Source: an optimization exercise on an open RTL-to-GDS flow (aim: small area, a short achievable clock period and few clock cycles). Production flows keep margins and buffers that such runs may drop. RTL that was checked went through simulation tests only; none was proved equivalent to the original. The RTL of run 1 was laid out without a check of its function.

File: flow/design.v
module Bin2BCD(input wire clk, input wire rst, input wire en, input wire [31:0] din,
  output wire [39:0] digs, output reg done);
  wire [0:0] i_q0 = 1'b0, i_q1 = 1'b0, i_q2 = 1'b0;
  wire [0:0] i_c = din[31];
  wire [0:0] x1_h, x1_q0, x1_q1, x1_q2;
  assign x1_h[0] = 1'b0;
  assign x1_q0[0] = i_c[0];
  assign x1_q1[0] = 1'b0;
  assign x1_q2[0] = 1'b0;
  wire [0:0] x1_c = din[30];
  wire [0:0] x1_Q0 = x1_q0;
  wire [0:0] x1_Q1 = x1_q1;
  wire [0:0] x1_Q2 = x1_q2;
  wire [0:0] x2_h, x2_q0, x2_q1, x2_q2;
  assign x2_h[0] = 1'b0;
  assign x2_q0[0] = ~((x1_Q0[0] & x1_c[0]) | ~(x1_Q0[0] | x1_c[0]));
  assign x2_q1[0] = ~(~x1_Q0[0] | x1_c[0]);
  assign x2_q2[0] = (x1_Q0[0] & x1_c[0]);
  wire [0:0] x2_c = din[29];
  wire [0:0] x2_Q0 = x2_q0;
  wire [0:0] x2_Q1 = x2_q1;
  wire [0:0] x2_Q2 = x2_q2;
  wire [0:0] x3_h, x3_q0, x3_q1, x3_q2;
  assign x3_h[0] = ((x2_Q1[0] & x2_c[0]) | x2_Q2[0]);
  assign x3_q0[0] = ~((x2_Q0[0] & x2_c[0]) | ~(x2_Q0[0] | x2_Q2[0] | x2_c[0]) | x2_Q1[0]);
  assign x3_q1[0] = ~((x2_Q0[0] & x2_c[0]) | ~((x2_Q2[0] & x2_c[0]) | x2_Q0[0]));
  assign x3_q2[0] = ~((x2_Q1[0] & x2_c[0]) | ~((x2_Q1[0] | x2_c[0]) & x2_Q0[0]));
  wire [1:0] x3_c = {x3_h[0:0], din[28]};
  wire [1:0] x3_Q0 = {1'b0, x3_q0};
  wire [1:0] x3_Q1 = {1'b0, x3_q1};
  wire [1:0] x3_Q2 = {1'b0, x3_q2};
  wire [1:0] x4_h, x4_q0, x4_q1, x4_q2;
  assign x4_h[0:0] = ((x3_Q1[0:0] & x3_c[0:0]) | x3_Q2[0:0]);
  assign x4_q0[0:0] = ~((x3_Q0[0:0] & x3_c[0:0]) | ~(x3_Q0[0:0] | x3_Q2[0:0] | x3_c[0:0]) | x3_Q1[0:0]);
  assign x4_q1[0:0] = ~((x3_Q0[0:0] & x3_c[0:0]) | ~((x3_Q2[0:0] & x3_c[0:0]) | x3_Q0[0:0]));
  assign x4_q2[0:0] = ~((x3_Q0[0:0] & x3_Q1[0:0] & x3_c[0:0]) | ~((x3_Q0[0:0] & x3_c[0:0]) | x3_Q1[0:0]));
  assign x4_h[1] = 1'b0;
  assign x4_q0[1] = x3_c[1];
  assign x4_q1[1] = 1'b0;
  assign x4_q2[1] = 1'b0;
  wire [1:0] x4_c = {x4_h[0:0], din[27]};
  wire [1:0] x4_Q0 = x4_q0;
  wire [1:0] x4_Q1 = x4_q1;
  wire [1:0] x4_Q2 = x4_q2;
  wire [1:0] x5_h, x5_q0, x5_q1, x5_q2;
  assign x5_h[0:0] = ((x4_Q1[0:0] & x4_c[0:0]) | x4_Q2[0:0]);
  assign x5_q0[0:0] = ~((x4_Q0[0:0] & x4_c[0:0]) | ~(x4_Q0[0:0] | x4_Q2[0:0] | x4_c[0:0]) | x4_Q1[0:0]);
  assign x5_q1[0:0] = ~((x4_Q0[0:0] & x4_c[0:0]) | ~((x4_Q2[0:0] & x4_c[0:0]) | x4_Q0[0:0]));
  assign x5_q2[0:0] = ~((x4_Q0[0:0] & x4_Q1[0:0] & x4_c[0:0]) | ~((x4_Q0[0:0] & x4_c[0:0]) | x4_Q1[0:0]));
  assign x5_h[1] = 1'b0;
  assign x5_q0[1] = ~((x4_Q0[1] & x4_c[1]) | ~(x4_Q0[1] | x4_c[1]));
  assign x5_q1[1] = ~(~x4_Q0[1] | x4_c[1]);
  assign x5_q2[1] = (x4_Q0[1] & x4_c[1]);
  wire [1:0] x5_c = {x5_h[0:0], din[26]};
  wire [1:0] x5_Q0 = x5_q0;
  wire [1:0] x5_Q1 = x5_q1;
  wire [1:0] x5_Q2 = x5_q2;
  wire [1:0] x6_h, x6_q0, x6_q1, x6_q2;
  assign x6_h[0:0] = ((x5_Q1[0:0] & x5_c[0:0]) | x5_Q2[0:0]);
  assign x6_q0[0:0] = ~((x5_Q0[0:0] & x5_c[0:0]) | ~(x5_Q0[0:0] | x5_Q2[0:0] | x5_c[0:0]) | x5_Q1[0:0]);
  assign x6_q1[0:0] = ~((x5_Q0[0:0] & x5_c[0:0]) | ~((x5_Q2[0:0] & x5_c[0:0]) | x5_Q0[0:0]));
  assign x6_q2[0:0] = ~((x5_Q0[0:0] & x5_Q1[0:0] & x5_c[0:0]) | ~((x5_Q0[0:0] & x5_c[0:0]) | x5_Q1[0:0]));
  assign x6_h[1] = ((x5_Q1[1] & x5_c[1]) | x5_Q2[1]);
  assign x6_q0[1] = ~((x5_Q0[1] & x5_c[1]) | ~(x5_Q0[1] | x5_Q2[1] | x5_c[1]) | x5_Q1[1]);
  assign x6_q1[1] = ~(~x5_Q0[1] | x5_c[1]);
  assign x6_q2[1] = ~((x5_Q1[1] & x5_c[1]) | ~((x5_Q1[1] | x5_c[1]) & x5_Q0[1]));
  wire [2:0] x6_c = {x6_h[1:0], din[25]};
  wire [2:0] x6_Q0 = {1'b0, x6_q0};
  wire [2:0] x6_Q1 = {1'b0, x6_q1};
  wire [2:0] x6_Q2 = {1'b0, x6_q2};
  wire [2:0] x7_h, x7_q0, x7_q1, x7_q2;
  assign x7_h[1:0] = ((x6_Q1[1:0] & x6_c[1:0]) | x6_Q2[1:0]);
  assign x7_q0[1:0] = ~((x6_Q0[1:0] & x6_c[1:0]) | ~(x6_Q0[1:0] | x6_Q2[1:0] | x6_c[1:0]) | x6_Q1[1:0]);
  assign x7_q1[1:0] = ~((x6_Q0[1:0] & x6_c[1:0]) | ~((x6_Q2[1:0] & x6_c[1:0]) | x6_Q0[1:0]));
  assign x7_q2[1:0] = ~((x6_Q0[1:0] & x6_Q1[1:0] & x6_c[1:0]) | ~((x6_Q0[1:0] & x6_c[1:0]) | x6_Q1[1:0]));
  assign x7_h[2] = 1'b0;
  assign x7_q0[2] = x6_c[2];
  assign x7_q1[2] = 1'b0;
  assign x7_q2[2] = 1'b0;
  wire [2:0] x7_c = {x7_h[1:0], din[24]};
  wire [2:0] x7_Q0 = x7_q0;
  wire [2:0] x7_Q1 = x7_q1;
  wire [2:0] x7_Q2 = x7_q2;
  wire [2:0] x8_h, x8_q0, x8_q1, x8_q2;
  assign x8_h[1:0] = ((x7_Q1[1:0] & x7_c[1:0]) | x7_Q2[1:0]);
  assign x8_q0[1:0] = ~((x7_Q0[1:0] & x7_c[1:0]) | ~(x7_Q0[1:0] | x7_Q2[1:0] | x7_c[1:0]) | x7_Q1[1:0]);
  assign x8_q1[1:0] = ~((x7_Q0[1:0] & x7_c[1:0]) | ~((x7_Q2[1:0] & x7_c[1:0]) | x7_Q0[1:0]));
  assign x8_q2[1:0] = ~((x7_Q0[1:0] & x7_Q1[1:0] & x7_c[1:0]) | ~((x7_Q0[1:0] & x7_c[1:0]) | x7_Q1[1:0]));
  assign x8_h[2] = 1'b0;
  assign x8_q0[2] = (x7_Q0[2] | x7_c[2]);
  assign x8_q1[2] = x7_Q0[2];
  assign x8_q2[2] = 1'b0;
  wire [2:0] x8_c = {x8_h[1:0], din[23]};
  wire [2:0] x8_Q0 = x8_q0;
  wire [2:0] x8_Q1 = x8_q1;
  wire [2:0] x8_Q2 = x8_q2;
  wire [2:0] x9_h, x9_q0, x9_q1, x9_q2;
  assign x9_h[1:0] = ((x8_Q1[1:0] & x8_c[1:0]) | x8_Q2[1:0]);
  assign x9_q0[1:0] = ~((x8_Q0[1:0] & x8_c[1:0]) | ~(x8_Q0[1:0] | x8_Q2[1:0] | x8_c[1:0]) | x8_Q1[1:0]);
  assign x9_q1[1:0] = ~((x8_Q0[1:0] & x8_c[1:0]) | ~((x8_Q2[1:0] & x8_c[1:0]) | x8_Q0[1:0]));
  assign x9_q2[1:0] = ~((x8_Q0[1:0] & x8_Q1[1:0] & x8_c[1:0]) | ~((x8_Q0[1:0] & x8_c[1:0]) | x8_Q1[1:0]));
  assign x9_h[2] = (x8_Q0[2] & x8_Q1[2] & x8_c[2]);
  assign x9_q0[2] = ~((x8_Q0[2] & x8_c[2]) | ~(x8_Q0[2] | x8_c[2]) | x8_Q1[2]);
  assign x9_q1[2] = ~(~x8_Q0[2] | x8_c[2]);
  assign x9_q2[2] = ~((x8_Q1[2] & x8_c[2]) | ~((x8_Q1[2] | x8_c[2]) & x8_Q0[2]));
  wire [3:0] x9_c = {x9_h[2:0], din[22]};
  wire [3:0] x9_Q0 = {1'b0, x9_q0};
  wire [3:0] x9_Q1 = {1'b0, x9_q1};
  wire [3:0] x9_Q2 = {1'b0, x9_q2};
  wire [3:0] x10_h, x10_q0, x10_q1, x10_q2;
  assign x10_h[2:0] = ((x9_Q1[2:0] & x9_c[2:0]) | x9_Q2[2:0]);
  assign x10_q0[2:0] = ~((x9_Q0[2:0] & x9_c[2:0]) | ~(x9_Q0[2:0] | x9_Q2[2:0] | x9_c[2:0]) | x9_Q1[2:0]);
  assign x10_q1[2:0] = ~((x9_Q0[2:0] & x9_c[2:0]) | ~((x9_Q2[2:0] & x9_c[2:0]) | x9_Q0[2:0]));
  assign x10_q2[2:0] = ~((x9_Q0[2:0] & x9_Q1[2:0] & x9_c[2:0]) | ~((x9_Q0[2:0] & x9_c[2:0]) | x9_Q1[2:0]));
  assign x10_h[3] = 1'b0;
  assign x10_q0[3] = x9_c[3];
  assign x10_q1[3] = 1'b0;
  assign x10_q2[3] = 1'b0;
  wire [3:0] x10_c = {x10_h[2:0], din[21]};
  wire [3:0] x10_Q0 = x10_q0;
  wire [3:0] x10_Q1 = x10_q1;
  wire [3:0] x10_Q2 = x10_q2;
  wire [3:0] x11_h, x11_q0, x11_q1, x11_q2;
  assign x11_h[2:0] = ((x10_Q1[2:0] & x10_c[2:0]) | x10_Q2[2:0]);
  assign x11_q0[2:0] = ~((x10_Q0[2:0] & x10_c[2:0]) | ~(x10_Q0[2:0] | x10_Q2[2:0] | x10_c[2:0]) | x10_Q1[2:0]);
  assign x11_q1[2:0] = ~((x10_Q0[2:0] & x10_c[2:0]) | ~((x10_Q2[2:0] & x10_c[2:0]) | x10_Q0[2:0]));
  assign x11_q2[2:0] = ~((x10_Q0[2:0] & x10_Q1[2:0] & x10_c[2:0]) | ~((x10_Q0[2:0] & x10_c[2:0]) | x10_Q1[2:0]));
  assign x11_h[3] = 1'b0;
  assign x11_q0[3] = (x10_Q0[3] | x10_c[3]);
  assign x11_q1[3] = x10_Q0[3];
  assign x11_q2[3] = 1'b0;
  wire [3:0] x11_c = {x11_h[2:0], din[20]};
  wire [3:0] x11_Q0 = x11_q0;
  wire [3:0] x11_Q1 = x11_q1;
  wire [3:0] x11_Q2 = x11_q2;
  wire [3:0] x12_h, x12_q0, x12_q1, x12_q2;
  assign x12_h[2:0] = ((x11_Q1[2:0] & x11_c[2:0]) | x11_Q2[2:0]);
  assign x12_q0[2:0] = ~((x11_Q0[2:0] & x11_c[2:0]) | ~(x11_Q0[2:0] | x11_Q2[2:0] | x11_c[2:0]) | x11_Q1[2:0]);
  assign x12_q1[2:0] = ~((x11_Q0[2:0] & x11_c[2:0]) | ~((x11_Q2[2:0] & x11_c[2:0]) | x11_Q0[2:0]));
  assign x12_q2[2:0] = ~((x11_Q0[2:0] & x11_Q1[2:0] & x11_c[2:0]) | ~((x11_Q0[2:0] & x11_c[2:0]) | x11_Q1[2:0]));
  assign x12_h[3] = 1'b0;
  assign x12_q0[3] = ~((x11_Q0[3] & x11_c[3]) | ~(x11_Q0[3] | x11_c[3]) | x11_Q1[3]);
  assign x12_q1[3] = ~(~x11_Q0[3] | x11_c[3]);
  assign x12_q2[3] = ((x11_Q1[3] | x11_c[3]) & x11_Q0[3]);
  wire [3:0] x12_c = {x12_h[2:0], din[19]};
  wire [3:0] x12_Q0 = x12_q0;
  wire [3:0] x12_Q1 = x12_q1;
  wire [3:0] x12_Q2 = x12_q2;
  wire [3:0] x13_h, x13_q0, x13_q1, x13_q2;
  assign x13_h[2:0] = ((x12_Q1[2:0] & x12_c[2:0]) | x12_Q2[2:0]);
  assign x13_q0[2:0] = ~((x12_Q0[2:0] & x12_c[2:0]) | ~(x12_Q0[2:0] | x12_Q2[2:0] | x12_c[2:0]) | x12_Q1[2:0]);
  assign x13_q1[2:0] = ~((x12_Q0[2:0] & x12_c[2:0]) | ~((x12_Q2[2:0] & x12_c[2:0]) | x12_Q0[2:0]));
  assign x13_q2[2:0] = ~((x12_Q0[2:0] & x12_Q1[2:0] & x12_c[2:0]) | ~((x12_Q0[2:0] & x12_c[2:0]) | x12_Q1[2:0]));
  assign x13_h[3] = ((x12_Q1[3] & x12_c[3]) | x12_Q2[3]);
  assign x13_q0[3] = ~((x12_Q0[3] & x12_c[3]) | ~(x12_Q0[3] | x12_Q2[3] | x12_c[3]) | x12_Q1[3]);
  assign x13_q1[3] = ~((x12_Q0[3] & x12_c[3]) | ~((x12_Q2[3] & x12_c[3]) | x12_Q0[3]));
  assign x13_q2[3] = ~((x12_Q1[3] & x12_c[3]) | ~((x12_Q0[3] & x12_c[3]) | x12_Q1[3]));
  wire [4:0] x13_c = {x13_h[3:0], din[18]};
  wire [4:0] x13_Q0 = {1'b0, x13_q0};
  wire [4:0] x13_Q1 = {1'b0, x13_q1};
  wire [4:0] x13_Q2 = {1'b0, x13_q2};
  wire [4:0] x14_h, x14_q0, x14_q1, x14_q2;
  assign x14_h[3:0] = ((x13_Q1[3:0] & x13_c[3:0]) | x13_Q2[3:0]);
  assign x14_q0[3:0] = ~((x13_Q0[3:0] & x13_c[3:0]) | ~(x13_Q0[3:0] | x13_Q2[3:0] | x13_c[3:0]) | x13_Q1[3:0]);
  assign x14_q1[3:0] = ~((x13_Q0[3:0] & x13_c[3:0]) | ~((x13_Q2[3:0] & x13_c[3:0]) | x13_Q0[3:0]));
  assign x14_q2[3:0] = ~((x13_Q0[3:0] & x13_Q1[3:0] & x13_c[3:0]) | ~((x13_Q0[3:0] & x13_c[3:0]) | x13_Q1[3:0]));
  assign x14_h[4] = 1'b0;
  assign x14_q0[4] = x13_c[4];
  assign x14_q1[4] = 1'b0;
  assign x14_q2[4] = 1'b0;
  wire [4:0] x14_c = {x14_h[3:0], din[17]};
  wire [4:0] x14_Q0 = x14_q0;
  wire [4:0] x14_Q1 = x14_q1;
  wire [4:0] x14_Q2 = x14_q2;
  wire [4:0] x15_h, x15_q0, x15_q1, x15_q2;
  assign x15_h[3:0] = ((x14_Q1[3:0] & x14_c[3:0]) | x14_Q2[3:0]);
  assign x15_q0[3:0] = ~((x14_Q0[3:0] & x14_c[3:0]) | ~(x14_Q0[3:0] | x14_Q2[3:0] | x14_c[3:0]) | x14_Q1[3:0]);
  assign x15_q1[3:0] = ~((x14_Q0[3:0] & x14_c[3:0]) | ~((x14_Q2[3:0] & x14_c[3:0]) | x14_Q0[3:0]));
  assign x15_q2[3:0] = ~((x14_Q0[3:0] & x14_Q1[3:0] & x14_c[3:0]) | ~((x14_Q0[3:0] & x14_c[3:0]) | x14_Q1[3:0]));
  assign x15_h[4] = 1'b0;
  assign x15_q0[4] = ~((x14_Q0[4] & x14_c[4]) | ~(x14_Q0[4] | x14_c[4]));
  assign x15_q1[4] = ~(~x14_Q0[4] | x14_c[4]);
  assign x15_q2[4] = (x14_Q0[4] & x14_c[4]);
  wire [4:0] x15_c = {x15_h[3:0], din[16]};
  wire [4:0] x15_Q0 = x15_q0;
  wire [4:0] x15_Q1 = x15_q1;
  wire [4:0] x15_Q2 = x15_q2;
  always @(posedge clk) done <= rst & en;
  reg [4:0] r_q0, r_q1, r_q2, r_c;
  reg [15:0] r_lo;
  always @(posedge clk) begin
    r_q0 <= x15_Q0; r_q1 <= x15_Q1; r_q2 <= x15_Q2; r_c <= x15_c;
    r_lo <= din[15:0];
  end
  wire [4:0] y16_h, y16_q0, y16_q1, y16_q2;
  assign y16_h[3:0] = ((r_q1[3:0] & r_c[3:0]) | r_q2[3:0]);
  assign y16_q0[3:0] = ~((r_q0[3:0] & r_c[3:0]) | ~(r_q0[3:0] | r_q2[3:0] | r_c[3:0]) | r_q1[3:0]);
  assign y16_q1[3:0] = ~((r_q0[3:0] & r_c[3:0]) | ~((r_q2[3:0] & r_c[3:0]) | r_q0[3:0]));
  assign y16_q2[3:0] = ~((r_q0[3:0] & r_q1[3:0] & r_c[3:0]) | ~((r_q0[3:0] & r_c[3:0]) | r_q1[3:0]));
  assign y16_h[4] = ((r_q1[4] & r_c[4]) | r_q2[4]);
  assign y16_q0[4] = ~((r_q0[4] & r_c[4]) | ~(r_q0[4] | r_q2[4] | r_c[4]) | r_q1[4]);
  assign y16_q1[4] = ~(~r_q0[4] | r_c[4]);
  assign y16_q2[4] = ~((r_q1[4] & r_c[4]) | ~((r_q1[4] | r_c[4]) & r_q0[4]));
  wire [5:0] y16_c = {y16_h[4:0], r_lo[15]};
  wire [5:0] y16_Q0 = {1'b0, y16_q0};
  wire [5:0] y16_Q1 = {1'b0, y16_q1};
  wire [5:0] y16_Q2 = {1'b0, y16_q2};
  wire [5:0] y17_h, y17_q0, y17_q1, y17_q2;
  assign y17_h[4:0] = ((y16_Q1[4:0] & y16_c[4:0]) | y16_Q2[4:0]);
  assign y17_q0[4:0] = ~((y16_Q0[4:0] & y16_c[4:0]) | ~(y16_Q0[4:0] | y16_Q2[4:0] | y16_c[4:0]) | y16_Q1[4:0]);
  assign y17_q1[4:0] = ~((y16_Q0[4:0] & y16_c[4:0]) | ~((y16_Q2[4:0] & y16_c[4:0]) | y16_Q0[4:0]));
  assign y17_q2[4:0] = ~((y16_Q0[4:0] & y16_Q1[4:0] & y16_c[4:0]) | ~((y16_Q0[4:0] & y16_c[4:0]) | y16_Q1[4:0]));
  assign y17_h[5] = 1'b0;
  assign y17_q0[5] = y16_c[5];
  assign y17_q1[5] = 1'b0;
  assign y17_q2[5] = 1'b0;
  wire [5:0] y17_c = {y17_h[4:0], r_lo[14]};
  wire [5:0] y17_Q0 = y17_q0;
  wire [5:0] y17_Q1 = y17_q1;
  wire [5:0] y17_Q2 = y17_q2;
  wire [5:0] y18_h, y18_q0, y18_q1, y18_q2;
  assign y18_h[4:0] = ((y17_Q1[4:0] & y17_c[4:0]) | y17_Q2[4:0]);
  assign y18_q0[4:0] = ~((y17_Q0[4:0] & y17_c[4:0]) | ~(y17_Q0[4:0] | y17_Q2[4:0] | y17_c[4:0]) | y17_Q1[4:0]);
  assign y18_q1[4:0] = ~((y17_Q0[4:0] & y17_c[4:0]) | ~((y17_Q2[4:0] & y17_c[4:0]) | y17_Q0[4:0]));
  assign y18_q2[4:0] = ~((y17_Q0[4:0] & y17_Q1[4:0] & y17_c[4:0]) | ~((y17_Q0[4:0] & y17_c[4:0]) | y17_Q1[4:0]));
  assign y18_h[5] = 1'b0;
  assign y18_q0[5] = (y17_Q0[5] | y17_c[5]);
  assign y18_q1[5] = y17_Q0[5];
  assign y18_q2[5] = 1'b0;
  wire [5:0] y18_c = {y18_h[4:0], r_lo[13]};
  wire [5:0] y18_Q0 = y18_q0;
  wire [5:0] y18_Q1 = y18_q1;
  wire [5:0] y18_Q2 = y18_q2;
  wire [5:0] y19_h, y19_q0, y19_q1, y19_q2;
  assign y19_h[4:0] = ((y18_Q1[4:0] & y18_c[4:0]) | y18_Q2[4:0]);
  assign y19_q0[4:0] = ~((y18_Q0[4:0] & y18_c[4:0]) | ~(y18_Q0[4:0] | y18_Q2[4:0] | y18_c[4:0]) | y18_Q1[4:0]);
  assign y19_q1[4:0] = ~((y18_Q0[4:0] & y18_c[4:0]) | ~((y18_Q2[4:0] & y18_c[4:0]) | y18_Q0[4:0]));
  assign y19_q2[4:0] = ~((y18_Q0[4:0] & y18_Q1[4:0] & y18_c[4:0]) | ~((y18_Q0[4:0] & y18_c[4:0]) | y18_Q1[4:0]));
  assign y19_h[5] = (y18_Q0[5] & y18_Q1[5] & y18_c[5]);
  assign y19_q0[5] = ~((y18_Q0[5] & y18_c[5]) | ~(y18_Q0[5] | y18_c[5]) | y18_Q1[5]);
  assign y19_q1[5] = ~(~y18_Q0[5] | y18_c[5]);
  assign y19_q2[5] = ~((y18_Q1[5] & y18_c[5]) | ~((y18_Q1[5] | y18_c[5]) & y18_Q0[5]));
  wire [6:0] y19_c = {y19_h[5:0], r_lo[12]};
  wire [6:0] y19_Q0 = {1'b0, y19_q0};
  wire [6:0] y19_Q1 = {1'b0, y19_q1};
  wire [6:0] y19_Q2 = {1'b0, y19_q2};
  wire [6:0] y20_h, y20_q0, y20_q1, y20_q2;
  assign y20_h[5:0] = ((y19_Q1[5:0] & y19_c[5:0]) | y19_Q2[5:0]);
  assign y20_q0[5:0] = ~((y19_Q0[5:0] & y19_c[5:0]) | ~(y19_Q0[5:0] | y19_Q2[5:0] | y19_c[5:0]) | y19_Q1[5:0]);
  assign y20_q1[5:0] = ~((y19_Q0[5:0] & y19_c[5:0]) | ~((y19_Q2[5:0] & y19_c[5:0]) | y19_Q0[5:0]));
  assign y20_q2[5:0] = ~((y19_Q0[5:0] & y19_Q1[5:0] & y19_c[5:0]) | ~((y19_Q0[5:0] & y19_c[5:0]) | y19_Q1[5:0]));
  assign y20_h[6] = 1'b0;
  assign y20_q0[6] = y19_c[6];
  assign y20_q1[6] = 1'b0;
  assign y20_q2[6] = 1'b0;
  wire [6:0] y20_c = {y20_h[5:0], r_lo[11]};
  wire [6:0] y20_Q0 = y20_q0;
  wire [6:0] y20_Q1 = y20_q1;
  wire [6:0] y20_Q2 = y20_q2;
  wire [6:0] y21_h, y21_q0, y21_q1, y21_q2;
  assign y21_h[5:0] = ((y20_Q1[5:0] & y20_c[5:0]) | y20_Q2[5:0]);
  assign y21_q0[5:0] = ~((y20_Q0[5:0] & y20_c[5:0]) | ~(y20_Q0[5:0] | y20_Q2[5:0] | y20_c[5:0]) | y20_Q1[5:0]);
  assign y21_q1[5:0] = ~((y20_Q0[5:0] & y20_c[5:0]) | ~((y20_Q2[5:0] & y20_c[5:0]) | y20_Q0[5:0]));
  assign y21_q2[5:0] = ~((y20_Q0[5:0] & y20_Q1[5:0] & y20_c[5:0]) | ~((y20_Q0[5:0] & y20_c[5:0]) | y20_Q1[5:0]));
  assign y21_h[6] = 1'b0;
  assign y21_q0[6] = (y20_Q0[6] | y20_c[6]);
  assign y21_q1[6] = y20_Q0[6];
  assign y21_q2[6] = 1'b0;
  wire [6:0] y21_c = {y21_h[5:0], r_lo[10]};
  wire [6:0] y21_Q0 = y21_q0;
  wire [6:0] y21_Q1 = y21_q1;
  wire [6:0] y21_Q2 = y21_q2;
  wire [6:0] y22_h, y22_q0, y22_q1, y22_q2;
  assign y22_h[5:0] = ((y21_Q1[5:0] & y21_c[5:0]) | y21_Q2[5:0]);
  assign y22_q0[5:0] = ~((y21_Q0[5:0] & y21_c[5:0]) | ~(y21_Q0[5:0] | y21_Q2[5:0] | y21_c[5:0]) | y21_Q1[5:0]);
  assign y22_q1[5:0] = ~((y21_Q0[5:0] & y21_c[5:0]) | ~((y21_Q2[5:0] & y21_c[5:0]) | y21_Q0[5:0]));
  assign y22_q2[5:0] = ~((y21_Q0[5:0] & y21_Q1[5:0] & y21_c[5:0]) | ~((y21_Q0[5:0] & y21_c[5:0]) | y21_Q1[5:0]));
  assign y22_h[6] = 1'b0;
  assign y22_q0[6] = ~((y21_Q0[6] & y21_c[6]) | ~(y21_Q0[6] | y21_c[6]) | y21_Q1[6]);
  assign y22_q1[6] = ~(~y21_Q0[6] | y21_c[6]);
  assign y22_q2[6] = ((y21_Q1[6] | y21_c[6]) & y21_Q0[6]);
  wire [6:0] y22_c = {y22_h[5:0], r_lo[9]};
  wire [6:0] y22_Q0 = y22_q0;
  wire [6:0] y22_Q1 = y22_q1;
  wire [6:0] y22_Q2 = y22_q2;
  wire [6:0] y23_h, y23_q0, y23_q1, y23_q2;
  assign y23_h[5:0] = ((y22_Q1[5:0] & y22_c[5:0]) | y22_Q2[5:0]);
  assign y23_q0[5:0] = ~((y22_Q0[5:0] & y22_c[5:0]) | ~(y22_Q0[5:0] | y22_Q2[5:0] | y22_c[5:0]) | y22_Q1[5:0]);
  assign y23_q1[5:0] = ~((y22_Q0[5:0] & y22_c[5:0]) | ~((y22_Q2[5:0] & y22_c[5:0]) | y22_Q0[5:0]));
  assign y23_q2[5:0] = ~((y22_Q0[5:0] & y22_Q1[5:0] & y22_c[5:0]) | ~((y22_Q0[5:0] & y22_c[5:0]) | y22_Q1[5:0]));
  assign y23_h[6] = ((y22_Q1[6] & y22_c[6]) | y22_Q2[6]);
  assign y23_q0[6] = ~((y22_Q0[6] & y22_c[6]) | ~(y22_Q0[6] | y22_Q2[6] | y22_c[6]) | y22_Q1[6]);
  assign y23_q1[6] = ~((y22_Q0[6] & y22_c[6]) | ~((y22_Q2[6] & y22_c[6]) | y22_Q0[6]));
  assign y23_q2[6] = ~((y22_Q1[6] & y22_c[6]) | ~((y22_Q0[6] & y22_c[6]) | y22_Q1[6]));
  wire [7:0] y23_c = {y23_h[6:0], r_lo[8]};
  wire [7:0] y23_Q0 = {1'b0, y23_q0};
  wire [7:0] y23_Q1 = {1'b0, y23_q1};
  wire [7:0] y23_Q2 = {1'b0, y23_q2};
  wire [7:0] y24_h, y24_q0, y24_q1, y24_q2;
  assign y24_h[6:0] = ((y23_Q1[6:0] & y23_c[6:0]) | y23_Q2[6:0]);
  assign y24_q0[6:0] = ~((y23_Q0[6:0] & y23_c[6:0]) | ~(y23_Q0[6:0] | y23_Q2[6:0] | y23_c[6:0]) | y23_Q1[6:0]);
  assign y24_q1[6:0] = ~((y23_Q0[6:0] & y23_c[6:0]) | ~((y23_Q2[6:0] & y23_c[6:0]) | y23_Q0[6:0]));
  assign y24_q2[6:0] = ~((y23_Q0[6:0] & y23_Q1[6:0] & y23_c[6:0]) | ~((y23_Q0[6:0] & y23_c[6:0]) | y23_Q1[6:0]));
  assign y24_h[7] = 1'b0;
  assign y24_q0[7] = y23_c[7];
  assign y24_q1[7] = 1'b0;
  assign y24_q2[7] = 1'b0;
  wire [7:0] y24_c = {y24_h[6:0], r_lo[7]};
  wire [7:0] y24_Q0 = y24_q0;
  wire [7:0] y24_Q1 = y24_q1;
  wire [7:0] y24_Q2 = y24_q2;
  wire [7:0] y25_h, y25_q0, y25_q1, y25_q2;
  assign y25_h[6:0] = ((y24_Q1[6:0] & y24_c[6:0]) | y24_Q2[6:0]);
  assign y25_q0[6:0] = ~((y24_Q0[6:0] & y24_c[6:0]) | ~(y24_Q0[6:0] | y24_Q2[6:0] | y24_c[6:0]) | y24_Q1[6:0]);
  assign y25_q1[6:0] = ~((y24_Q0[6:0] & y24_c[6:0]) | ~((y24_Q2[6:0] & y24_c[6:0]) | y24_Q0[6:0]));
  assign y25_q2[6:0] = ~((y24_Q0[6:0] & y24_Q1[6:0] & y24_c[6:0]) | ~((y24_Q0[6:0] & y24_c[6:0]) | y24_Q1[6:0]));
  assign y25_h[7] = 1'b0;
  assign y25_q0[7] = ~((y24_Q0[7] & y24_c[7]) | ~(y24_Q0[7] | y24_c[7]));
  assign y25_q1[7] = ~(~y24_Q0[7] | y24_c[7]);
  assign y25_q2[7] = (y24_Q0[7] & y24_c[7]);
  wire [7:0] y25_c = {y25_h[6:0], r_lo[6]};
  wire [7:0] y25_Q0 = y25_q0;
  wire [7:0] y25_Q1 = y25_q1;
  wire [7:0] y25_Q2 = y25_q2;
  wire [7:0] y26_h, y26_q0, y26_q1, y26_q2;
  assign y26_h[6:0] = ((y25_Q1[6:0] & y25_c[6:0]) | y25_Q2[6:0]);
  assign y26_q0[6:0] = ~((y25_Q0[6:0] & y25_c[6:0]) | ~(y25_Q0[6:0] | y25_Q2[6:0] | y25_c[6:0]) | y25_Q1[6:0]);
  assign y26_q1[6:0] = ~((y25_Q0[6:0] & y25_c[6:0]) | ~((y25_Q2[6:0] & y25_c[6:0]) | y25_Q0[6:0]));
  assign y26_q2[6:0] = ~((y25_Q0[6:0] & y25_Q1[6:0] & y25_c[6:0]) | ~((y25_Q0[6:0] & y25_c[6:0]) | y25_Q1[6:0]));
  assign y26_h[7] = ((y25_Q1[7] & y25_c[7]) | y25_Q2[7]);
  assign y26_q0[7] = ~((y25_Q0[7] & y25_c[7]) | ~(y25_Q0[7] | y25_Q2[7] | y25_c[7]) | y25_Q1[7]);
  assign y26_q1[7] = ~(~y25_Q0[7] | y25_c[7]);
  assign y26_q2[7] = ~((y25_Q1[7] & y25_c[7]) | ~((y25_Q1[7] | y25_c[7]) & y25_Q0[7]));
  wire [8:0] y26_c = {y26_h[7:0], r_lo[5]};
  wire [8:0] y26_Q0 = {1'b0, y26_q0};
  wire [8:0] y26_Q1 = {1'b0, y26_q1};
  wire [8:0] y26_Q2 = {1'b0, y26_q2};
  wire [8:0] y27_h, y27_q0, y27_q1, y27_q2;
  assign y27_h[7:0] = ((y26_Q1[7:0] & y26_c[7:0]) | y26_Q2[7:0]);
  assign y27_q0[7:0] = ~((y26_Q0[7:0] & y26_c[7:0]) | ~(y26_Q0[7:0] | y26_Q2[7:0] | y26_c[7:0]) | y26_Q1[7:0]);
  assign y27_q1[7:0] = ~((y26_Q0[7:0] & y26_c[7:0]) | ~((y26_Q2[7:0] & y26_c[7:0]) | y26_Q0[7:0]));
  assign y27_q2[7:0] = ~((y26_Q0[7:0] & y26_Q1[7:0] & y26_c[7:0]) | ~((y26_Q0[7:0] & y26_c[7:0]) | y26_Q1[7:0]));
  assign y27_h[8] = 1'b0;
  assign y27_q0[8] = y26_c[8];
  assign y27_q1[8] = 1'b0;
  assign y27_q2[8] = 1'b0;
  wire [8:0] y27_c = {y27_h[7:0], r_lo[4]};
  wire [8:0] y27_Q0 = y27_q0;
  wire [8:0] y27_Q1 = y27_q1;
  wire [8:0] y27_Q2 = y27_q2;
  wire [8:0] y28_h, y28_q0, y28_q1, y28_q2;
  assign y28_h[7:0] = ((y27_Q1[7:0] & y27_c[7:0]) | y27_Q2[7:0]);
  assign y28_q0[7:0] = ~((y27_Q0[7:0] & y27_c[7:0]) | ~(y27_Q0[7:0] | y27_Q2[7:0] | y27_c[7:0]) | y27_Q1[7:0]);
  assign y28_q1[7:0] = ~((y27_Q0[7:0] & y27_c[7:0]) | ~((y27_Q2[7:0] & y27_c[7:0]) | y27_Q0[7:0]));
  assign y28_q2[7:0] = ~((y27_Q0[7:0] & y27_Q1[7:0] & y27_c[7:0]) | ~((y27_Q0[7:0] & y27_c[7:0]) | y27_Q1[7:0]));
  assign y28_h[8] = 1'b0;
  assign y28_q0[8] = (y27_Q0[8] | y27_c[8]);
  assign y28_q1[8] = y27_Q0[8];
  assign y28_q2[8] = 1'b0;
  wire [8:0] y28_c = {y28_h[7:0], r_lo[3]};
  wire [8:0] y28_Q0 = y28_q0;
  wire [8:0] y28_Q1 = y28_q1;
  wire [8:0] y28_Q2 = y28_q2;
  wire [8:0] y29_h, y29_q0, y29_q1, y29_q2;
  assign y29_h[7:0] = ((y28_Q1[7:0] & y28_c[7:0]) | y28_Q2[7:0]);
  assign y29_q0[7:0] = ~((y28_Q0[7:0] & y28_c[7:0]) | ~(y28_Q0[7:0] | y28_Q2[7:0] | y28_c[7:0]) | y28_Q1[7:0]);
  assign y29_q1[7:0] = ~((y28_Q0[7:0] & y28_c[7:0]) | ~((y28_Q2[7:0] & y28_c[7:0]) | y28_Q0[7:0]));
  assign y29_q2[7:0] = ~((y28_Q0[7:0] & y28_Q1[7:0] & y28_c[7:0]) | ~((y28_Q0[7:0] & y28_c[7:0]) | y28_Q1[7:0]));
  assign y29_h[8] = (y28_Q0[8] & y28_Q1[8] & y28_c[8]);
  assign y29_q0[8] = ~((y28_Q0[8] & y28_c[8]) | ~(y28_Q0[8] | y28_c[8]) | y28_Q1[8]);
  assign y29_q1[8] = ~(~y28_Q0[8] | y28_c[8]);
  assign y29_q2[8] = ~((y28_Q1[8] & y28_c[8]) | ~((y28_Q1[8] | y28_c[8]) & y28_Q0[8]));
  wire [9:0] y29_c = {y29_h[8:0], r_lo[2]};
  wire [9:0] y29_Q0 = {1'b0, y29_q0};
  wire [9:0] y29_Q1 = {1'b0, y29_q1};
  wire [9:0] y29_Q2 = {1'b0, y29_q2};
  wire [9:0] y30_h, y30_q0, y30_q1, y30_q2;
  assign y30_h[8:0] = ((y29_Q1[8:0] & y29_c[8:0]) | y29_Q2[8:0]);
  assign y30_q0[8:0] = ~((y29_Q0[8:0] & y29_c[8:0]) | ~(y29_Q0[8:0] | y29_Q2[8:0] | y29_c[8:0]) | y29_Q1[8:0]);
  assign y30_q1[8:0] = ~((y29_Q0[8:0] & y29_c[8:0]) | ~((y29_Q2[8:0] & y29_c[8:0]) | y29_Q0[8:0]));
  assign y30_q2[8:0] = ~((y29_Q0[8:0] & y29_Q1[8:0] & y29_c[8:0]) | ~((y29_Q0[8:0] & y29_c[8:0]) | y29_Q1[8:0]));
  assign y30_h[9] = 1'b0;
  assign y30_q0[9] = y29_c[9];
  assign y30_q1[9] = 1'b0;
  assign y30_q2[9] = 1'b0;
  wire [9:0] y30_c = {y30_h[8:0], r_lo[1]};
  wire [9:0] y30_Q0 = y30_q0;
  wire [9:0] y30_Q1 = y30_q1;
  wire [9:0] y30_Q2 = y30_q2;
  wire [9:0] y31_h, y31_q0, y31_q1, y31_q2;
  assign y31_h[8:0] = ((y30_Q1[8:0] & y30_c[8:0]) | y30_Q2[8:0]);
  assign y31_q0[8:0] = ~((y30_Q0[8:0] & y30_c[8:0]) | ~(y30_Q0[8:0] | y30_Q2[8:0] | y30_c[8:0]) | y30_Q1[8:0]);
  assign y31_q1[8:0] = ~((y30_Q0[8:0] & y30_c[8:0]) | ~((y30_Q2[8:0] & y30_c[8:0]) | y30_Q0[8:0]));
  assign y31_q2[8:0] = ~((y30_Q0[8:0] & y30_Q1[8:0] & y30_c[8:0]) | ~((y30_Q0[8:0] & y30_c[8:0]) | y30_Q1[8:0]));
  assign y31_h[9] = 1'b0;
  assign y31_q0[9] = (y30_Q0[9] | y30_c[9]);
  assign y31_q1[9] = y30_Q0[9];
  assign y31_q2[9] = 1'b0;
  wire [9:0] y31_c = {y31_h[8:0], r_lo[0]};
  wire [9:0] y31_Q0 = y31_q0;
  wire [9:0] y31_Q1 = y31_q1;
  wire [9:0] y31_Q2 = y31_q2;
  wire [9:0] o_b0 = ~(~(y31_Q0 | y31_Q2) | y31_Q1);
  wire [9:0] o_b1 = ~((y31_Q1 & y31_Q2) | ~(y31_Q1 | y31_Q2));
  wire [9:0] o_b2 = ~(~y31_Q1 | y31_Q0);
  assign digs = {o_b2[9], o_b1[9], o_b0[9], y31_c[9], o_b2[8], o_b1[8], o_b0[8], y31_c[8], o_b2[7], o_b1[7], o_b0[7], y31_c[7], o_b2[6], o_b1[6], o_b0[6], y31_c[6], o_b2[5], o_b1[5], o_b0[5], y31_c[5], o_b2[4], o_b1[4], o_b0[4], y31_c[4], o_b2[3], o_b1[3], o_b0[3], y31_c[3], o_b2[2], o_b1[2], o_b0[2], y31_c[2], o_b2[1], o_b1[1], o_b0[1], y31_c[1], o_b2[0], o_b1[0], o_b0[0], y31_c[0]};
endmodule
File: flow/flow/run.sh
#!/bin/bash
set -euo pipefail
W=$PWD
rm -rf "$W/scripts_abc"
cp -r "$FLOW_HOME/scripts" "$W/scripts_abc"
cp "$W/flow/abc.script" "$W/scripts_abc/abc_speed.script"
bash "$W/standard.sh" SCRIPTS_DIR="$W/scripts_abc" ADDER_MAP_FILE= finish > "$W/standard_flow.log" 2>&1
File: flow/flow/abc.script
strash
dc2
dch -f
amap
File: flow/standard.sh
#!/bin/bash
# synth_recipe.tcl (not shown) runs the flow's synth.tcl, then flattens the netlist and writes it again
# the make line also repeats each setting of config.mk as NAME=value (left out here)
make -C /OpenROAD-flow-scripts/flow DESIGN_CONFIG=/design/flow/config.mk WORK_HOME=/design/flow/orfs CLKGATE_MAP_FILE= SYNTH_SCRIPT=/design/flow/synth_recipe.tcl "${@:-finish}"
File: flow/config.mk
export PLATFORM = sky130hd
export DESIGN_NAME = Bin2BCD
export DESIGN_NICKNAME = Bin2BCD
export VERILOG_FILES = /design/flow/design.v
export SDC_FILE = /design/flow/constraint.sdc
export NUM_CORES = 4
export LEC_CHECK = 0
export CAP_MARGIN = 20
export CORE_MARGIN = 2
export CORE_UTILIZATION = 40
export SLEW_MARGIN = 20
File: flow/constraint.sdc
create_clock -name core_clock -period 15.0 [get_ports {clk}]
set_input_delay 3.0000 -clock core_clock [delete_from_list [all_inputs] [get_ports {clk}]]
set_output_delay 3.0000 -clock core_clock [all_outputs]
set_load 0.01 [all_outputs]
==> results of run 1 <==
[worst max-delay path by stage]
stage / from / endpoint / slack (ps) / cells after the start
4_1_cts: r_c[2] / digs[10] / 3290 / 43
3_3_place_gp: r_c[2] / digs[10] / 3770 / 44
3_5_place_dp: r_c[2] / digs[10] / 3640 / 43
6_report: r_c[2] / digs[10] / 3240 / 43
2_1_floorplan: r_c[2] / digs[10] / 4960 / 43
5_1_grt: r_c[1] / digs[10] / 2050 / 42
[per-layer routing]
| metal | routed length [um] | vias up |
|---|---|---|
| li1 | - | 4710 |
| met1 | 7741 | 3470 |
| met2 | 6595 | 68 |
| met3 | 370 | 9 |
| met4 | 89 | 0 |
| met5 | 0 | - |
[registers in the layout, summed over array words and instances (netlist names)]
| name | count |
|---|---|
| done | 1 |
| r_c | 5 |
| r_lo | 16 |
| r_q0 | 5 |
| r_q1 | 5 |
| r_q2 | 5 |
[critical path, delay by kind of cell, from the launching register on]
family                 cells  cell delay, ps
buffers and inverters      9            1530
flip-flops                 1             320
AO/OA/AOI/OAI             18            4250
AND/OR/NAND/NOR           16            2370
[per-stage QoR]
stage / hold slack [ps] / instances / util (%)
after floorplan: 3028 / 1285 / -
after global placement: 3450 / 1582 / 46.44
after detailed placement: 3452 / 1582 / 46.44
after CTS: 3149 / 1590 / 47.44
after global routing: 3144 / 1590 / 47.44
final: 3155 / 1590 / 47.44
[cell families after synthesis]
family                 share of synthesized area (%)
DFF                                            10.67
and+or+nand+nor                                29.27
AOI/OAI and AO/OA                              49.68
other                                        0.05402
buffers and inverters                          10.33
[Yosys cell counts, types with 10 or more instances]
| library cell | count | share of area [%] |
|---|---|---|
| o21bai_1 | 13 | 1.4 |
| clkinv_1 | 187 | 10 |
| o21ai_0 | 205 | 15 |
| a21oi_1 | 86 | 6.2 |
| a31oi_1 | 71 | 6.4 |
| nor2b_1 | 22 | 2.0 |
| o31ai_1 | 31 | 3.4 |
| nor3_1 | 16 | 1.2 |
| o22ai_1 | 52 | 4.7 |
| o21a_1 | 76 | 8.2 |
| or2_0 | 31 | 2.8 |
| nor2_1 | 261 | 14 |
| dfxtp_1 | 37 | 11 |
| and2_0 | 11 | 0.99 |
| nand2_1 | 130 | 7.0 |
| a21boi_0 | 10 | 1.1 |
[area by class of cell]
type / count / area [um2] / share of cell area [%]
multi-input combinational: 1059 / 5484 / 67.53
sequential: 37 / 740.7 / 9.122
timing repair buffer: 74 / 740.7 / 9.122
inverter: 187 / 701.9 / 8.644
tap: 225 / 281.5 / 3.467
clock buffer: 5 / 125.1 / 1.541
clock inverter: 3 / 46.29 / 0.5701
==> flow_summary.toml, run 1 <==
[cells_and_area]
area_delta_synth_final_pct = 16.98
nets = 1399
layout.cells.most_common_list = "nor2_1 (261), o21ai_0 (205), clkinv_1 (187), nand2_1 (130), a21oi_1 (86)"
drive_above_1_share_pct = 0.5861
final_area_mm2 = 0.008120
final_common_cell = "nor2_1"
fillers = 1829
diodes = 0

[setup_path]
critical_path.startpoint_type = "flop"
cp-end-kind = "output pin"
timing.critical_path.mode_cell = "clkinv_1"
criticalPathCategory = "reg2out"
crit_fanout = 4
crit_arrival_ps = 8760
critPathMaxStageDelay_ps = 530
crit_required_ps = 12000
cp_slowest_cell = "clkdlybuf4s50_1"

[synthesis]
synth.net_count = 1320
synth_warnings = 1
synth.yosys.seq_area_share_pct = 10.67
synth_area_mm2 = 0.006942
synth_cells = 1285
ys_async_sr_fraction_pct = 0
yosys_most_used_dff = "dfxtp_1"
syn_avg_cell_area_um2 = 5.402
ys_types = 34
ys_ff_latch = 37
synth-edff-count = 0

[clock_network]
numCtsBuffers = 5
clk_pin_slew_ps = 60
clock-sinks = 37
ctsRootBufferMaster = "clkbuf_16"
ctsResizeCount = 0
holdBufCountCts = 0
ctsLongestPathBuffers = 2
cts_tree = "built"
cts_max_level = 2
cts_setup_buffers = 0

[global_route]
grt_pass1_wl_mm = 26.43
use_met3_pct = 2.132
grt_max_degree = 14
grt_use_met2_pct = 28.45
top_usage_layer = "met2"
grt_pass1_vias = 6907
antenna_found_initial = 0
overflow = 0
grt.total_usage_pct = 16.00
use_met1_pct = 21.28

[route]
postRouteWirelength_mm = 14.80
drc = 0
first_pass_iters = 5
wl_per_cell_um = 9.306
num_vias = 8257
via_per_inst = 5.193
postRouteAntennaNets = 0
drt_iter0_drc = 287

[floorplanning]
die_y_um = 135.7
dieArea_mm2 = 0.01842
core_area_mm2 = 0.01712
die_w_um = 135.7
initial_core_util_pct = 40.56
ios = 76
rows = 48

[hold_path]
holdPathEnd = "r_c[0]"
hp-start = "din[16]"
hold_depth = 1
worstHoldPathType = "in2reg"

[sta]
drv_slew = 0
finalHoldViolations = 0
setup_violations = 0
fin_setup_tns_ps = 0
rsz0062_at_grt = "false"
period_minus_slack_ps = 11760
slew_headroom_pct = 60.38
clock.fmax_mhz = 85.06
worst_slack_ps = 3244
period_share_pct = 78.37
worstMarginPinSlew_ps = 588.0

[placement]
place_congestion = 0.7589
dpl.hpwl_mm = 12.37
io_buffers = 74
post-place-ws_ps = 3635
placed_cell_area_mm2 = 0.007949

[flow_run]
max_cap_violations = 0

[outcome]
status = "finished clean"
==> inputs of run 2 (changes only) <==
--- a/flow/design.v
+++ b/flow/design.v
@@ -187,57 +187,57 @@
   wire [4:0] x15_Q2 = x15_q2;
+  wire [4:0] x16_h, x16_q0, x16_q1, x16_q2;
+  assign x16_h[3:0] = ((x15_Q1[3:0] & x15_c[3:0]) | x15_Q2[3:0]);
+  assign x16_q0[3:0] = ~((x15_Q0[3:0] & x15_c[3:0]) | ~(x15_Q0[3:0] | x15_Q2[3:0] | x15_c[3:0]) | x15_Q1[3:0]);
+  assign x16_q1[3:0] = ~((x15_Q0[3:0] & x15_c[3:0]) | ~((x15_Q2[3:0] & x15_c[3:0]) | x15_Q0[3:0]));
+  assign x16_q2[3:0] = ~((x15_Q0[3:0] & x15_Q1[3:0] & x15_c[3:0]) | ~((x15_Q0[3:0] & x15_c[3:0]) | x15_Q1[3:0]));
+  assign x16_h[4] = ((x15_Q1[4] & x15_c[4]) | x15_Q2[4]);
+  assign x16_q0[4] = ~((x15_Q0[4] & x15_c[4]) | ~(x15_Q0[4] | x15_Q2[4] | x15_c[4]) | x15_Q1[4]);
+  assign x16_q1[4] = ~(~x15_Q0[4] | x15_c[4]);
+  assign x16_q2[4] = ~((x15_Q1[4] & x15_c[4]) | ~((x15_Q1[4] | x15_c[4]) & x15_Q0[4]));
+  wire [5:0] x16_c = {x16_h[4:0], din[15]};
+  wire [5:0] x16_Q0 = {1'b0, x16_q0};
+  wire [5:0] x16_Q1 = {1'b0, x16_q1};
+  wire [5:0] x16_Q2 = {1'b0, x16_q2};
+  wire [5:0] x17_h, x17_q0, x17_q1, x17_q2;
+  assign x17_h[4:0] = ((x16_Q1[4:0] & x16_c[4:0]) | x16_Q2[4:0]);
+  assign x17_q0[4:0] = ~((x16_Q0[4:0] & x16_c[4:0]) | ~(x16_Q0[4:0] | x16_Q2[4:0] | x16_c[4:0]) | x16_Q1[4:0]);
+  assign x17_q1[4:0] = ~((x16_Q0[4:0] & x16_c[4:0]) | ~((x16_Q2[4:0] & x16_c[4:0]) | x16_Q0[4:0]));
+  assign x17_q2[4:0] = ~((x16_Q0[4:0] & x16_Q1[4:0] & x16_c[4:0]) | ~((x16_Q0[4:0] & x16_c[4:0]) | x16_Q1[4:0]));
+  assign x17_h[5] = 1'b0;
+  assign x17_q0[5] = x16_c[5];
+  assign x17_q1[5] = 1'b0;
+  assign x17_q2[5] = 1'b0;
+  wire [5:0] x17_c = {x17_h[4:0], din[14]};
+  wire [5:0] x17_Q0 = x17_q0;
+  wire [5:0] x17_Q1 = x17_q1;
+  wire [5:0] x17_Q2 = x17_q2;
+  wire [5:0] x18_h, x18_q0, x18_q1, x18_q2;
+  assign x18_h[4:0] = ((x17_Q1[4:0] & x17_c[4:0]) | x17_Q2[4:0]);
+  assign x18_q0[4:0] = ~((x17_Q0[4:0] & x17_c[4:0]) | ~(x17_Q0[4:0] | x17_Q2[4:0] | x17_c[4:0]) | x17_Q1[4:0]);
+  assign x18_q1[4:0] = ~((x17_Q0[4:0] & x17_c[4:0]) | ~((x17_Q2[4:0] & x17_c[4:0]) | x17_Q0[4:0]));
+  assign x18_q2[4:0] = ~((x17_Q0[4:0] & x17_Q1[4:0] & x17_c[4:0]) | ~((x17_Q0[4:0] & x17_c[4:0]) | x17_Q1[4:0]));
+  assign x18_h[5] = 1'b0;
+  assign x18_q0[5] = (x17_Q0[5] | x17_c[5]);
+  assign x18_q1[5] = x17_Q0[5];
+  assign x18_q2[5] = 1'b0;
+  wire [5:0] x18_c = {x18_h[4:0], din[13]};
+  wire [5:0] x18_Q0 = x18_q0;
+  wire [5:0] x18_Q1 = x18_q1;
+  wire [5:0] x18_Q2 = x18_q2;
   always @(posedge clk) done <= rst & en;
-  reg [4:0] r_q0, r_q1, r_q2, r_c;
-  reg [15:0] r_lo;
+  reg [5:0] r_q0, r_q1, r_q2, r_c;
+  reg [12:0] r_lo;
   always @(posedge clk) begin
-    r_q0 <= x15_Q0; r_q1 <= x15_Q1; r_q2 <= x15_Q2; r_c <= x15_c;
-    r_lo <= din[15:0];
+    r_q0 <= x18_Q0; r_q1 <= x18_Q1; r_q2 <= x18_Q2; r_c <= x18_c;
+    r_lo <= din[12:0];
   end
-  wire [4:0] y16_h, y16_q0, y16_q1, y16_q2;
-  assign y16_h[3:0] = ((r_q1[3:0] & r_c[3:0]) | r_q2[3:0]);
-  assign y16_q0[3:0] = ~((r_q0[3:0] & r_c[3:0]) | ~(r_q0[3:0] | r_q2[3:0] | r_c[3:0]) | r_q1[3:0]);
-  assign y16_q1[3:0] = ~((r_q0[3:0] & r_c[3:0]) | ~((r_q2[3:0] & r_c[3:0]) | r_q0[3:0]));
-  assign y16_q2[3:0] = ~((r_q0[3:0] & r_q1[3:0] & r_c[3:0]) | ~((r_q0[3:0] & r_c[3:0]) | r_q1[3:0]));
-  assign y16_h[4] = ((r_q1[4] & r_c[4]) | r_q2[4]);
-  assign y16_q0[4] = ~((r_q0[4] & r_c[4]) | ~(r_q0[4] | r_q2[4] | r_c[4]) | r_q1[4]);
-  assign y16_q1[4] = ~(~r_q0[4] | r_c[4]);
-  assign y16_q2[4] = ~((r_q1[4] & r_c[4]) | ~((r_q1[4] | r_c[4]) & r_q0[4]));
-  wire [5:0] y16_c = {y16_h[4:0], r_lo[15]};
-  wire [5:0] y16_Q0 = {1'b0, y16_q0};
-  wire [5:0] y16_Q1 = {1'b0, y16_q1};
-  wire [5:0] y16_Q2 = {1'b0, y16_q2};
-  wire [5:0] y17_h, y17_q0, y17_q1, y17_q2;
-  assign y17_h[4:0] = ((y16_Q1[4:0] & y16_c[4:0]) | y16_Q2[4:0]);
-  assign y17_q0[4:0] = ~((y16_Q0[4:0] & y16_c[4:0]) | ~(y16_Q0[4:0] | y16_Q2[4:0] | y16_c[4:0]) | y16_Q1[4:0]);
-  assign y17_q1[4:0] = ~((y16_Q0[4:0] & y16_c[4:0]) | ~((y16_Q2[4:0] & y16_c[4:0]) | y16_Q0[4:0]));
-  assign y17_q2[4:0] = ~((y16_Q0[4:0] & y16_Q1[4:0] & y16_c[4:0]) | ~((y16_Q0[4:0] & y16_c[4:0]) | y16_Q1[4:0]));
-  assign y17_h[5] = 1'b0;
-  assign y17_q0[5] = y16_c[5];
-  assign y17_q1[5] = 1'b0;
-  assign y17_q2[5] = 1'b0;
-  wire [5:0] y17_c = {y17_h[4:0], r_lo[14]};
-  wire [5:0] y17_Q0 = y17_q0;
-  wire [5:0] y17_Q1 = y17_q1;
-  wire [5:0] y17_Q2 = y17_q2;
-  wire [5:0] y18_h, y18_q0, y18_q1, y18_q2;
-  assign y18_h[4:0] = ((y17_Q1[4:0] & y17_c[4:0]) | y17_Q2[4:0]);
-  assign y18_q0[4:0] = ~((y17_Q0[4:0] & y17_c[4:0]) | ~(y17_Q0[4:0] | y17_Q2[4:0] | y17_c[4:0]) | y17_Q1[4:0]);
-  assign y18_q1[4:0] = ~((y17_Q0[4:0] & y17_c[4:0]) | ~((y17_Q2[4:0] & y17_c[4:0]) | y17_Q0[4:0]));
-  assign y18_q2[4:0] = ~((y17_Q0[4:0] & y17_Q1[4:0] & y17_c[4:0]) | ~((y17_Q0[4:0] & y17_c[4:0]) | y17_Q1[4:0]));
-  assign y18_h[5] = 1'b0;
-  assign y18_q0[5] = (y17_Q0[5] | y17_c[5]);
-  assign y18_q1[5] = y17_Q0[5];
-  assign y18_q2[5] = 1'b0;
-  wire [5:0] y18_c = {y18_h[4:0], r_lo[13]};
-  wire [5:0] y18_Q0 = y18_q0;
-  wire [5:0] y18_Q1 = y18_q1;
-  wire [5:0] y18_Q2 = y18_q2;
   wire [5:0] y19_h, y19_q0, y19_q1, y19_q2;
-  assign y19_h[4:0] = ((y18_Q1[4:0] & y18_c[4:0]) | y18_Q2[4:0]);
-  assign y19_q0[4:0] = ~((y18_Q0[4:0] & y18_c[4:0]) | ~(y18_Q0[4:0] | y18_Q2[4:0] | y18_c[4:0]) | y18_Q1[4:0]);
-  assign y19_q1[4:0] = ~((y18_Q0[4:0] & y18_c[4:0]) | ~((y18_Q2[4:0] & y18_c[4:0]) | y18_Q0[4:0]));
-  assign y19_q2[4:0] = ~((y18_Q0[4:0] & y18_Q1[4:0] & y18_c[4:0]) | ~((y18_Q0[4:0] & y18_c[4:0]) | y18_Q1[4:0]));
-  assign y19_h[5] = (y18_Q0[5] & y18_Q1[5] & y18_c[5]);
-  assign y19_q0[5] = ~((y18_Q0[5] & y18_c[5]) | ~(y18_Q0[5] | y18_c[5]) | y18_Q1[5]);
-  assign y19_q1[5] = ~(~y18_Q0[5] | y18_c[5]);
-  assign y19_q2[5] = ~((y18_Q1[5] & y18_c[5]) | ~((y18_Q1[5] | y18_c[5]) & y18_Q0[5]));
+  assign y19_h[4:0] = ((r_q1[4:0] & r_c[4:0]) | r_q2[4:0]);
+  assign y19_q0[4:0] = ~((r_q0[4:0] & r_c[4:0]) | ~(r_q0[4:0] | r_q2[4:0] | r_c[4:0]) | r_q1[4:0]);
+  assign y19_q1[4:0] = ~((r_q0[4:0] & r_c[4:0]) | ~((r_q2[4:0] & r_c[4:0]) | r_q0[4:0]));
+  assign y19_q2[4:0] = ~((r_q0[4:0] & r_q1[4:0] & r_c[4:0]) | ~((r_q0[4:0] & r_c[4:0]) | r_q1[4:0]));
+  assign y19_h[5] = (r_q0[5] & r_q1[5] & r_c[5]);
+  assign y19_q0[5] = ~((r_q0[5] & r_c[5]) | ~(r_q0[5] | r_c[5]) | r_q1[5]);
+  assign y19_q1[5] = ~(~r_q0[5] | r_c[5]);
+  assign y19_q2[5] = ~((r_q1[5] & r_c[5]) | ~((r_q1[5] | r_c[5]) & r_q0[5]));
   wire [6:0] y19_c = {y19_h[5:0], r_lo[12]};
==> run 2 against run 1 <==
Compared with the run above: die area down 1.2%; worst setup slack gained 1400 ps; maximum frequency rose by 13%; clock-buffer cell count rose by 1; critical path type unchanged.
==> flow_summary.toml, run 2 <==
[clock_network]
cts_setup_buffers = 0
holdBufCountCts = 0
numCtsBuffers = 5
clock-sinks = 37
ctsLongestPathBuffers = 2
cts_max_level = 2
clk_pin_slew_ps = 60
cts_tree = "built"
ctsResizeCount = 0
ctsRootBufferMaster = "clkbuf_16"

[setup_path]
crit_fanout = 5
crit_required_ps = 12000
criticalPathCategory = "reg2out"
critical_path.startpoint_type = "flop"
crit_arrival_ps = 7370
cp-end-kind = "output pin"
critPathMaxStageDelay_ps = 540
cp_slowest_cell = "clkdlybuf4s50_1"

[synthesis]
yosys.area.top_type = "o21ai_0"
synth_area_mm2 = 0.006857
synthTopCellsByArea = "o21ai_0 (17%), nor2_1 (13%), dfxtp_1 (11%), clkinv_1 (9.6%), nand2_1 (8.3%)"
synth_common_cells = "nor2_1 (238), o21ai_0 (228), clkinv_1 (176)"
ys_async_sr_fraction_pct = 0
synth-edff-count = 0
synth_warnings = 1
synth.yosys.seq_area_share_pct = 10.80
yosysTopAreaCellShare_pct = 16.64
yosys_most_used_dff = "dfxtp_1"
synth_cells = 1274
ys_types = 35
synth_most_common_cell = "nor2_1"
syn_avg_cell_area_um2 = 5.382
ys_ff_latch = 37
synth.net_count = 1309

[cells_and_area]
largest_register = "r_lo"
layout.cells.most_common_list = "nor2_1 (238), o21ai_0 (228), clkinv_1 (176), nand2_1 (152), a21oi_1 (100)"
largest_reg_flops = 13
final_common_cell = "nor2_1"
diodes = 0
nets = 1388
utilization_pct = 48.13
area_delta_synth_final_pct = 16.82
drive_above_1_share_pct = 0.5908

[global_route]
grt_max_degree = 13
antenna_found_initial = 0
overflow = 0
use_met1_pct = 21.19
use_met3_pct = 2.252
top_usage_layer = "met2"
grt_pass1_wl_mm = 26.84
grt_pass1_vias = 7081
grt_use_met2_pct = 29.53
grt.total_usage_pct = 16.30

[sta]
period_share_pct = 69.11
finalHoldViolations = 0
worstMarginPinSlew_ps = 573.3
slew_headroom_pct = 61.29
rsz0062_at_grt = "false"
fin_setup_tns_ps = 0
clock.fmax_mhz = 96.47
drv_slew = 0
period_minus_slack_ps = 10370
setup_violations = 0

[hold_path]
hp-start = "din[7]"
holdPathEnd = "r_lo[7]"
worstHoldPathType = "in2reg"
hold_depth = 1

[floorplanning]
initial_core_util_pct = 41.20
rows = 47
core_area_mm2 = 0.01664
die_w_um = 134.9
ios = 76
die_y_um = 134.9
dieArea_mm2 = 0.01820

[route]
num_vias = 8196
first_pass_iters = 5
postRouteAntennaNets = 0
drc = 0
postRouteWirelength_mm = 14.53
drt_iter0_drc = 302
wl_per_cell_um = 9.233
via_per_inst = 5.207

[flow_run]
max_cap_violations = 0

[placement]
dpl.hpwl_mm = 12.24
place_congestion = 0.7520
io_buffers = 74

[outcome]
status = "finished clean"
## run 2: cell count changes in the layout (fill, tap and decap cells not counted), moves of 7 or more
cell      before  now
nor2_1       261  238
o21ai_0      205  228
nand2_1      130  152
o22ai_1       52   35
a21oi_1       86  100
o21a_1        76   62
clkinv_1     187  176
a21boi_0      10    1
a31oi_1       71   63
nor2b_1       22   29
## run 2: routing by layer
metal | part of all wire [%] | up-vias
met3 | 2.6 | 4
li1 | - | 4664
met5 | 0 | -
met1 | 53 | 3454
met4 | 0.30 | 0
met2 | 44 | 74
## run 2: critical path: cells and delay by family (launching register included)
family                 cells  cell delay (ps)
and+or+nand+nor            6              660
AOI/OAI and AO/OA         21             4340
buffers and inverters     10             1740
DFF                        1              330
## run 2: metrics by stage
stage	instances	worst slack, ps	instance area [um2]	hold WS [ps]
final	1574	4634	8010	3161
after detailed placement	1566	4714	7858	3452
after CTS	1574	4710	8010	3157
after global placement	1566	4959	7858	3451
after floorplan	1274	6199	6857	3028
after global routing	1574	3526	8010	3152
## run 2: cell families after synthesis
kind of cell	after synthesis	synth area share, %
buffers and inverters	178	9.854
AO/OA/AOI/OAI	572	49.47
AND/OR/NAND/NOR	486	29.82
flip-flops	37	10.80
other	1	0.05469
## run 2: worst max path at each step
stage | endpoint | cells after the start | from | slack, ps
2_1_floorplan | r_q2[1] | 37 | din[31] | 6200
3_3_place_gp | r_q0[1] | 37 | din[29] | 4960
3_5_place_dp | r_q0[1] | 37 | din[29] | 4710
4_1_cts | digs[22] | 37 | r_c[4] | 4710
5_1_grt | digs[22] | 39 | r_c[4] | 3530
6_report | digs[22] | 37 | r_c[4] | 4630
## run 2: final cells by class
| type | instances | area [um2] |
|---|---|---|
| multi-input combinational | 1059 | 5440 |
| clock inverter | 2 | 13.76 |
| clock buffer | 6 | 138.9 |
| sequential | 37 | 740.7 |
| tap | 220 | 275.3 |
| timing repair buffer | 74 | 740.7 |
| inverter | 176 | 660.6 |
| fill | 1800 | 8632 |
Testbench counts of run 2, summed over its fixed seeds: cycles 3,208.
==> inputs of run 3 (changes only) <==
--- a/flow/config.mk
+++ b/flow/config.mk
@@ -9,3 +9,4 @@
 export CORE_MARGIN = 2
-export CORE_UTILIZATION = 40
+export CORE_UTILIZATION = 70
+export SETUP_SLACK_MARGIN = 5
 export SLEW_MARGIN = 20
==> run 3 against run 2 <==
Compared with the run above: synthesized cell count is the same; area after synthesis is the same; the flow now stops in global routing.
==> flow_summary.toml, run 3 <==
[synthesis]
synth.net_count = 1309
synth_area_mm2 = 0.006857
synth_common_cells = "nor2_1 (238), o21ai_0 (228), clkinv_1 (176)"
syn_avg_cell_area_um2 = 5.382
synthTopCellsByArea = "o21ai_0 (17%), nor2_1 (13%), dfxtp_1 (11%), clkinv_1 (9.6%), nand2_1 (8.3%)"
yosysTopAreaCellShare_pct = 16.64
ys_ff_latch = 37
synth.yosys.seq_area_share_pct = 10.80
ys_types = 35
synth-edff-count = 0
yosys.area.top_type = "o21ai_0"
synth_cells = 1274
yosys_most_used_dff = "dfxtp_1"
ys_async_sr_fraction_pct = 0
synth_warnings = 1
synth_most_common_cell = "nor2_1"

[clock_network]
ctsRootBufferMaster = "clkbuf_8"
clock-sinks = 37
ctsLongestPathBuffers = 2
numCtsBuffers = 5
cts_max_level = 2
holdBufCountCts = 0

[outcome]
lastStage = "global routing"
firstError = "[ERROR GRT-0232] Routing congestion too high. Check the congestion heatmap in the GUI."
status = "stopped before the end"

[global_route]
grt_max_degree = 13
overflow = 263
grt.total_usage_pct = 84.49

[floorplanning]
initial_core_util_pct = 71.13
ios = 76
die_y_um = 103.0
die_w_um = 103.0
rows = 36

[placement]
io_buffers = 74
place_congestion = 0.8687
dpl.hpwl_mm = 12.41

[sta]
worstEndpointType = "output port"
crit_endpoint = "digs[14]"
## run 3: cell counts after synthesis
Identical to the previous run, type by type.
## run 3: how the worst max path moves through the flow
stage	from	to	slack, ps	cells past startpoint
2_1_floorplan	din[31]	r_q2[1]	6200	37
3_3_place_gp	din[29]	r_q2[2]	5030	38
3_5_place_dp	din[29]	r_q2[2]	4710	39
4_1_cts	r_q0[4]	digs[18]	5010	44
## run 3: what timing repair did
item                                    in CTS
buffers inserted                             1
pin swaps                                    1
endpoints found under the setup margin      26
resized for setup                           20
endpoints found under the hold margin        0
## run 3: logic make-up after synthesis
group	count (synthesis)	share of synthesized area, %
AND/OR/NAND/NOR	486	29.82
other	1	0.05469
AO/OA/AOI/OAI	572	49.47
flip-flops	37	10.80
buffers and inverters	178	9.854
## run 3: metrics by stage
stage                     instance area [um2]  hold WS, ps  instances  setup WS, ps
after floorplan                          6857         3028       1274          6199
after global placement                   7749         3451       1479          5034
after detailed placement                 7749         3452       1479          4713
after CTS                                7888         3131       1488          5010
## run 3: metal layers
metal | GRT usage, % | GRT overflow
met2 | 105.7 | 184
met3 | 68.27 | 4
met1 | 76.69 | 3
met5 | 28.37 | 0
met4 | 96.86 | 72

==> afterwards: timing with drivers on the ports <==
No port has a modelled driver above. Below, the same layouts with a new extraction and two added sets of constraints. Step 1 sets driving cells, clkbuf_16 on the clock port and buf_2 on the other inputs (assumed; they add their load-dependent delay and slew). Step 2 also shifts input and output timing later by t, the mid clock arrival at the registers, as if the neighbouring blocks saw the same clock. a / b / c = ideal ports / drivers / drivers and shift; a / b = the first two.
| run | t, ns | slack for setup (ns) | worst setup path at the end |
|---|---|---|---|
| run 1 | 0.319 | 3.244 / 3.204 / 3.523 | register to output |
| run 2 | 0.314 | 4.634 / 4.596 / 4.677 | input to register |
After both steps setup and hold are still met in every run listed.
